This is an optimization exercise on Yosys and OpenROAD, whose aim is small area, not a production implementation. At most, simulation tests tie the RTL to the original design; equivalence was not proved. No driver is modelled on the clock port, so clock power and skew are understated where the tree is cut down; a real chip needs a root buffer or a tree.

== the previous run ==
==> module uart_vector_processor, before the edit <==
module uart_vector_processor #(
    parameter int BIT_RATE = 115200,
    parameter int CLK_FREQ = 1_843_200,
    parameter int MAX_VECT_SIZE = 8,
    parameter int MAX_MAT_ROWS = 4,
    parameter int MAX_MAT_COLS = 4
)(
    input wire clk,
    input wire resetn,
    input wire uart_rx,
    output wire uart_tx,
    output wire led_busy,
    output wire led_rx_active,
    output wire led_tx_active,
    output wire led_error
);
    localparam [2:0] S_IDLE = 3'b000,    
                     S_SZ   = 3'b001,    
                     S_OP1  = 3'b010,    
                     S_OP2  = 3'b011,    
                     S_TX   = 3'b100,    
                     S_ERR  = 3'b101;    
    reg [2:0] st;
    reg       frm;           
    reg [7:0] fc;            
    reg [3:0] ph;            
    reg [3:0] w;             
    reg [1:0] bi;            
    reg [3:0] L;             
    reg [1:0] op;            
    reg       c;             
    reg       dA;            
    reg       bcur;          
    reg       act;           
    reg       txo;           
    wire [3:0] m = fc[7:4];
    wire s_idle = (st == S_IDLE);
    wire s_sz   = (st == S_SZ);
    wire s_op1  = (st == S_OP1);
    wire s_op2  = (st == S_OP2);
    wire is_tx  = (st == S_TX);
    wire is_err = (st == S_ERR);
    wire is_mat = ~op[1] & ~op[0];
    wire is_dot = op[1] & op[0];
    wire muldot = op[1];
    reg [15:0] rE [0:15];
    reg [15:0] rO [0:15];
    wire [2:0] yidx = w[2:0] & {3{~is_dot}};
    wire XE_lo = rE[{1'b0, w[2:0]}][0];
    wire XO_lo = rO[{1'b0, w[2:0]}][0];
    wire YE = rE[{1'b1, yidx}][0];
    wire YO = rO[{1'b1, yidx}][0];
    wire XE = w[3] ? YE : XE_lo;
    wire XO = w[3] ? YO : XO_lo;
    wire [2:0] bb = {1'b0, bi} + {1'b0, is_tx & is_dot, is_tx & op[1] & ~op[0]};
    wire bitwin = frm & ~m[3];                           
    wire hit    = bitwin & (ph == {bb[1:0], m[2:1]});    
    wire s15    = &ph;
    wire fend   = frm & s15 & m[3] & ~m[1] & m[0];
    wire rxstart = ~frm & ~uart_rx & ~is_tx;
    wire txstart = ~frm & is_tx & s15;
    wire rx   = uart_rx;
    wire rxop = frm & ~is_tx;
    wire rhit = hit & rxop;
    wire [2:0] k = m[2:0];
    wire XR   = m[0] ? XO : XE;                          
    wire cin_add = c & ~((bi == 2'd0) & (k == 3'd0));
    wire nb   = s_op1 ? rx : (XR ^ rx ^ cin_add);
    wire cadd = (XR & rx) | (cin_add & (XR ^ rx));
    wire pass   = act;
    wire pfirst = (ph == 4'd0);
    wire cin_m  = c & ~pfirst;
    wire t0 = bcur & XE;
    wire s0 = YE ^ t0 ^ cin_m;
    wire c1 = (YE & t0) | (cin_m & (YE ^ t0));
    wire t1 = bcur & XO;
    wire s1 = YO ^ t1 ^ c1;
    wire c2 = (YO & t1) | (c1 & (YO ^ t1));
    wire capv = ~bb[2] & (muldot ? (m[0] ? YO : YE) : XR);
    wire wrX  = pass | (rhit & (s_op1 | (s_op2 & ~muldot)));
    wire wrY  = pass | (s_op1 & muldot);
    wire XdE = pass ? (dA & ~pfirst) : (m[0] ? XE : nb);
    wire XdO = pass ? XE : (m[0] ? nb : XO);
    wire YdE = pass & s0;
    wire YdO = pass & s1;
    wire UdE = is_mat ? XdE : YdE;
    wire UdO = is_mat ? XdO : YdO;
    genvar gi;
    generate
        for (gi = 0; gi < 16; gi = gi + 1) begin : g_slot
            wire we;
            wire dE, dO;
            if (gi < 8) begin : g_lo
                assign we = wrX & (w == gi);
                assign dE = XdE;
                assign dO = XdO;
            end else begin : g_hi
                assign we = (wrX & (w == gi)) | (wrY & (yidx == gi - 8));
                assign dE = UdE;
                assign dO = UdO;
            end
            always @(posedge clk) begin
                rE[gi] <= {we ? dE : rE[gi][0], rE[gi][15:1]};
                rO[gi] <= {we ? dO : rO[gi][0], rO[gi][15:1]};
            end
        end
    endgenerate
    wire skip = is_mat & (w[1:0] == L[1:0]);
    wire [3:0] wnx = (w | {2'b00, skip, skip}) + 4'd1;
    wire last = (w == L);
    wire brin = (k == 3'd0) | c;
    wire dbit = rx ^ brin;
    always @(posedge clk) begin
        ph <= ph + 4'd1;
        fc <= rxstart ? 8'hF1 : txstart ? 8'h00 : fc + 8'd1;
        dA <= XO;
        if (pass) begin
            c  <= c2;
        end else if (rhit) begin
            c <= s_sz ? (brin & ~rx) : cadd;
        end
        if (rhit & s_idle) begin
            if (k == 3'd0) op[0] <= rx;
            if (k == 3'd1) op[1] <= rx;
        end
        if (rhit & s_sz & (bi == 2'd0) & ~k[2] & (~k[1] | ~is_mat)) begin
            if (is_mat & w[0]) L <= {L[3:2], dbit, L[1]};
            else               L <= {dbit, L[3:1]};
        end
        if (is_tx) begin
            if (hit) bcur <= capv;
        end else if (s15)
            bcur <= rx;
        if (s15)
            act <= bitwin & rxop & s_op2 & muldot;
        if (fend) begin
            if (s_idle) begin
                bi <= 2'd0;
                w  <= 4'd0;
            end else begin
                bi <= bi + 2'd1;
                if (bi == 2'd3)
                    w <= s_sz ? {3'b000, is_mat & ~w[0]} : (last ? 4'd0 : wnx);
            end
        end
    end
    always @(posedge clk or negedge resetn) begin
        if (!resetn) begin
            st  <= S_IDLE;
            frm <= 1'b0;
            txo <= 1'b1;
        end else begin
            if (rxstart | txstart) frm <= 1'b1;
            else if (fend)         frm <= 1'b0;
            if (s15)
                txo <= ~txstart & ~(is_tx & bitwin & ~(hit ? capv : bcur));
            if (rhit & s_idle & (k[2] | k[1]) & (rx ^ (~k[2] & ~k[0] & is_mat)))
                st <= S_ERR;
            else if (fend & (bi == 2'd3 | s_idle)) begin
                case (st)
                    S_IDLE: st <= S_SZ;
                    S_SZ:   if (~(is_mat & ~w[0])) st <= S_OP1;
                    S_OP1:  if (last) st <= S_OP2;
                    S_OP2:  if (last) st <= S_TX;
                    S_TX:   if (last | is_dot) st <= S_IDLE;
                    default: ;
                endcase
            end
        end
    end
    assign uart_tx       = txo;
    assign led_tx_active = is_tx;
    assign led_rx_active = ~st[2] & (st[1] | st[0]);
    assign led_busy      = led_rx_active | is_tx;
    assign led_error     = is_err;
endmodule
export LEC_CHECK = 0
export CAP_MARGIN = 20
export CORE_MARGIN = 2
export CORE_UTILIZATION = 40
export CTS_CLUSTER_DIAMETER = 100
export CTS_CLUSTER_SIZE = 35
export SLEW_MARGIN = 20
create_clock -name core_clock -period 100.0 [get_ports {clk}]
standard.sh (not shown) runs the stock make flow with config.mk's settings and CLKGATE_MAP_FILE= SYNTH_SCRIPT=/design/flow/synth_recipe.tcl, a recipe that flattens the netlist after the stock synthesis.
==> flow/flow/run.sh <==
#!/bin/bash
# Own layout flow: the standard ORFS flow (standard.sh), with
#  - synthesis unchanged except that ABC maps the logic with an area-oriented
#    script (flow/abc_area.script) instead of ORFS's speed script; registers
#    are mapped before ABC runs, so they are the standard synthesis's;
#  - smaller port buffers, no CTS dummy loads, buf_12 clock buffers, and the
#    clock tree's intermediate level removed (root buffer drives the leaf
#    buffers directly).
# Each tool's output goes to a log file in the work folder (and ORFS's own
# logs under orfs/logs).
set -euo pipefail
W=$(pwd)

# ORFS scripts, with ABC's script replaced
rm -rf "$W/scripts_area"
cp -r "$FLOW_HOME/scripts" "$W/scripts_area"
cp "$W/flow/abc_area.script" "$W/scripts_area/abc_speed.script"

bash standard.sh SCRIPTS_DIR="$W/scripts_area" synth > "$W/synth.log" 2>&1

export BUFFER_PORTS_ARGS="-buffer_cell sky130_fd_sc_hd__buf_1"
export CTS_ARGS="-sink_clustering_enable -repair_clock_nets -sink_clustering_size 33 -sink_clustering_max_diameter 100 -dont_use_dummy_load -buf_list sky130_fd_sc_hd__buf_12"
bash standard.sh cts > "$W/place_cts.log" 2>&1

CTS_ODB=$(ls -d "$W"/orfs/results/*/uart_vector_processor/base)/4_cts.odb
CTS_ODB="$CTS_ODB" openroad -no_init -exit "$W/flow/flatten_ctree.tcl" > "$W/flatten_ctree.log" 2>&1

bash standard.sh > "$W/layout.log" 2>&1
Other scripts of this flow, unchanged in this note and not shown: flow/flow/abc_area.script, flow/flow/flatten_ctree.tcl
The previous run: done, clean on timing, DRC and antenna
Changes in the current run relative to the previous run:
--- a/flow/design.v
+++ b/flow/design.v
@@ -15,14 +15,14 @@
     output wire led_error
 );
     localparam [2:0] S_IDLE = 3'b000,    
                      S_SZ   = 3'b001,    
                      S_OP1  = 3'b010,    
                      S_OP2  = 3'b011,    
-                     S_TX   = 3'b100,    
-                     S_ERR  = 3'b101;    
+                     S_TX   = 3'b110,    
+                     S_ERR  = 3'b111;    
     reg [2:0] st;
     reg       frm;           
     reg [7:0] fc;            
     reg [3:0] ph;            
     reg [3:0] w;             
     reg [1:0] bi;            
@@ -53,14 +53,14 @@
     wire XE = w[3] ? YE : XE_lo;
     wire XO = w[3] ? YO : XO_lo;
     wire [2:0] bb = {1'b0, bi} + {1'b0, is_tx & is_dot, is_tx & op[1] & ~op[0]};
     wire bitwin = frm & ~m[3];                           
     wire hit    = bitwin & (ph == {bb[1:0], m[2:1]});    
     wire s15    = &ph;
-    wire fend   = frm & s15 & m[3] & ~m[1] & m[0];
-    wire rxstart = ~frm & ~uart_rx & ~is_tx;
+    wire fend   = frm & s15 & m[3] & (m[0] == is_tx);
+    wire rxstart = ~frm & ~uart_rx & ~is_err & ~is_tx;
     wire txstart = ~frm & is_tx & s15;
     wire rx   = uart_rx;
     wire rxop = frm & ~is_tx;
     wire rhit = hit & rxop;
     wire [2:0] k = m[2:0];
     wire XR   = m[0] ? XO : XE;                          
@@ -167,10 +167,10 @@
                 endcase
             end
         end
     end
     assign uart_tx       = txo;
     assign led_tx_active = is_tx;
-    assign led_rx_active = ~st[2] & (st[1] | st[0]);
+    assign led_rx_active = s_sz | s_op1 | s_op2;
     assign led_busy      = led_rx_active | is_tx;
     assign led_error     = is_err;
 endmodule
## What came out
Fraction of synthesized cell area in xor and xnor cells across the current run and the previous run: no real change. Delta(global-route usage, the current run - the previous run) < 0. Compared to the previous run, the router laid down less metal wire for the current run. Comparing the current run and the previous run, the higher sequential share of layout area is on the current run. The synthesized area reported for the current run is smaller than that of the previous run by about 0.4%. [the current run vs the previous run] placer's final routability congestion estimate: lower in the current run. The current run leaves less setup margin than the previous run. Number of max-cap violations: the previous run vs the current run identical. In terms of area added between synthesis and finish, the current run and the previous run differ only marginally. Re worst hold slack: the current run and the previous run aren't equal, and the lower value belongs to the current run. Count of nets after finishing in the current run is about 0.7% lower than in the previous run. Looking at share of the final layout cell area in multi-input gates across the current run and the previous run, the one that comes out higher is the previous run. Number of instances in the synthesized netlist for the current run: 3 down relative to the previous run.
The RTL of the previous run was laid out without a check of its function.

==> afterwards: timing with drivers on the ports <==
In the flow no input, the clock included, has a driving cell. The finished layouts below were timed again as built, in two steps.
Step 1, drivers: a clkbuf_16 drives clk and a buf_2 each remaining input, both assumed.
Step 2 moves the port delays by t, midway between the first and last clock arrival at a register: inputs arrive t later, outputs are due t later. That takes back most of the time a late clock gives input paths.
a / b / c = no drivers / after step 1 / after step 2; a / b = the first two.
run | shift t [ns] | setup WS [ns] | hold slack, ns | slew at the worst register clock pin (ns) | worst data-port slew with drivers (ns)
the previous run | 0.510 | 77.473 / 77.498 / 76.988 | 0.305 / 0.305 / 0.305 | 0.12 / 0.12 | 0.03
the current run | 0.498 | 77.452 / 77.471 / 76.972 | 0.286 / 0.286 / 0.286 | 0.12 / 0.12 | 0.03
After both steps every run listed still meets setup and hold. The setup slack of the previous run, which loses most, moves by +0.025 ns with the drivers and by -0.485 ns with both steps.
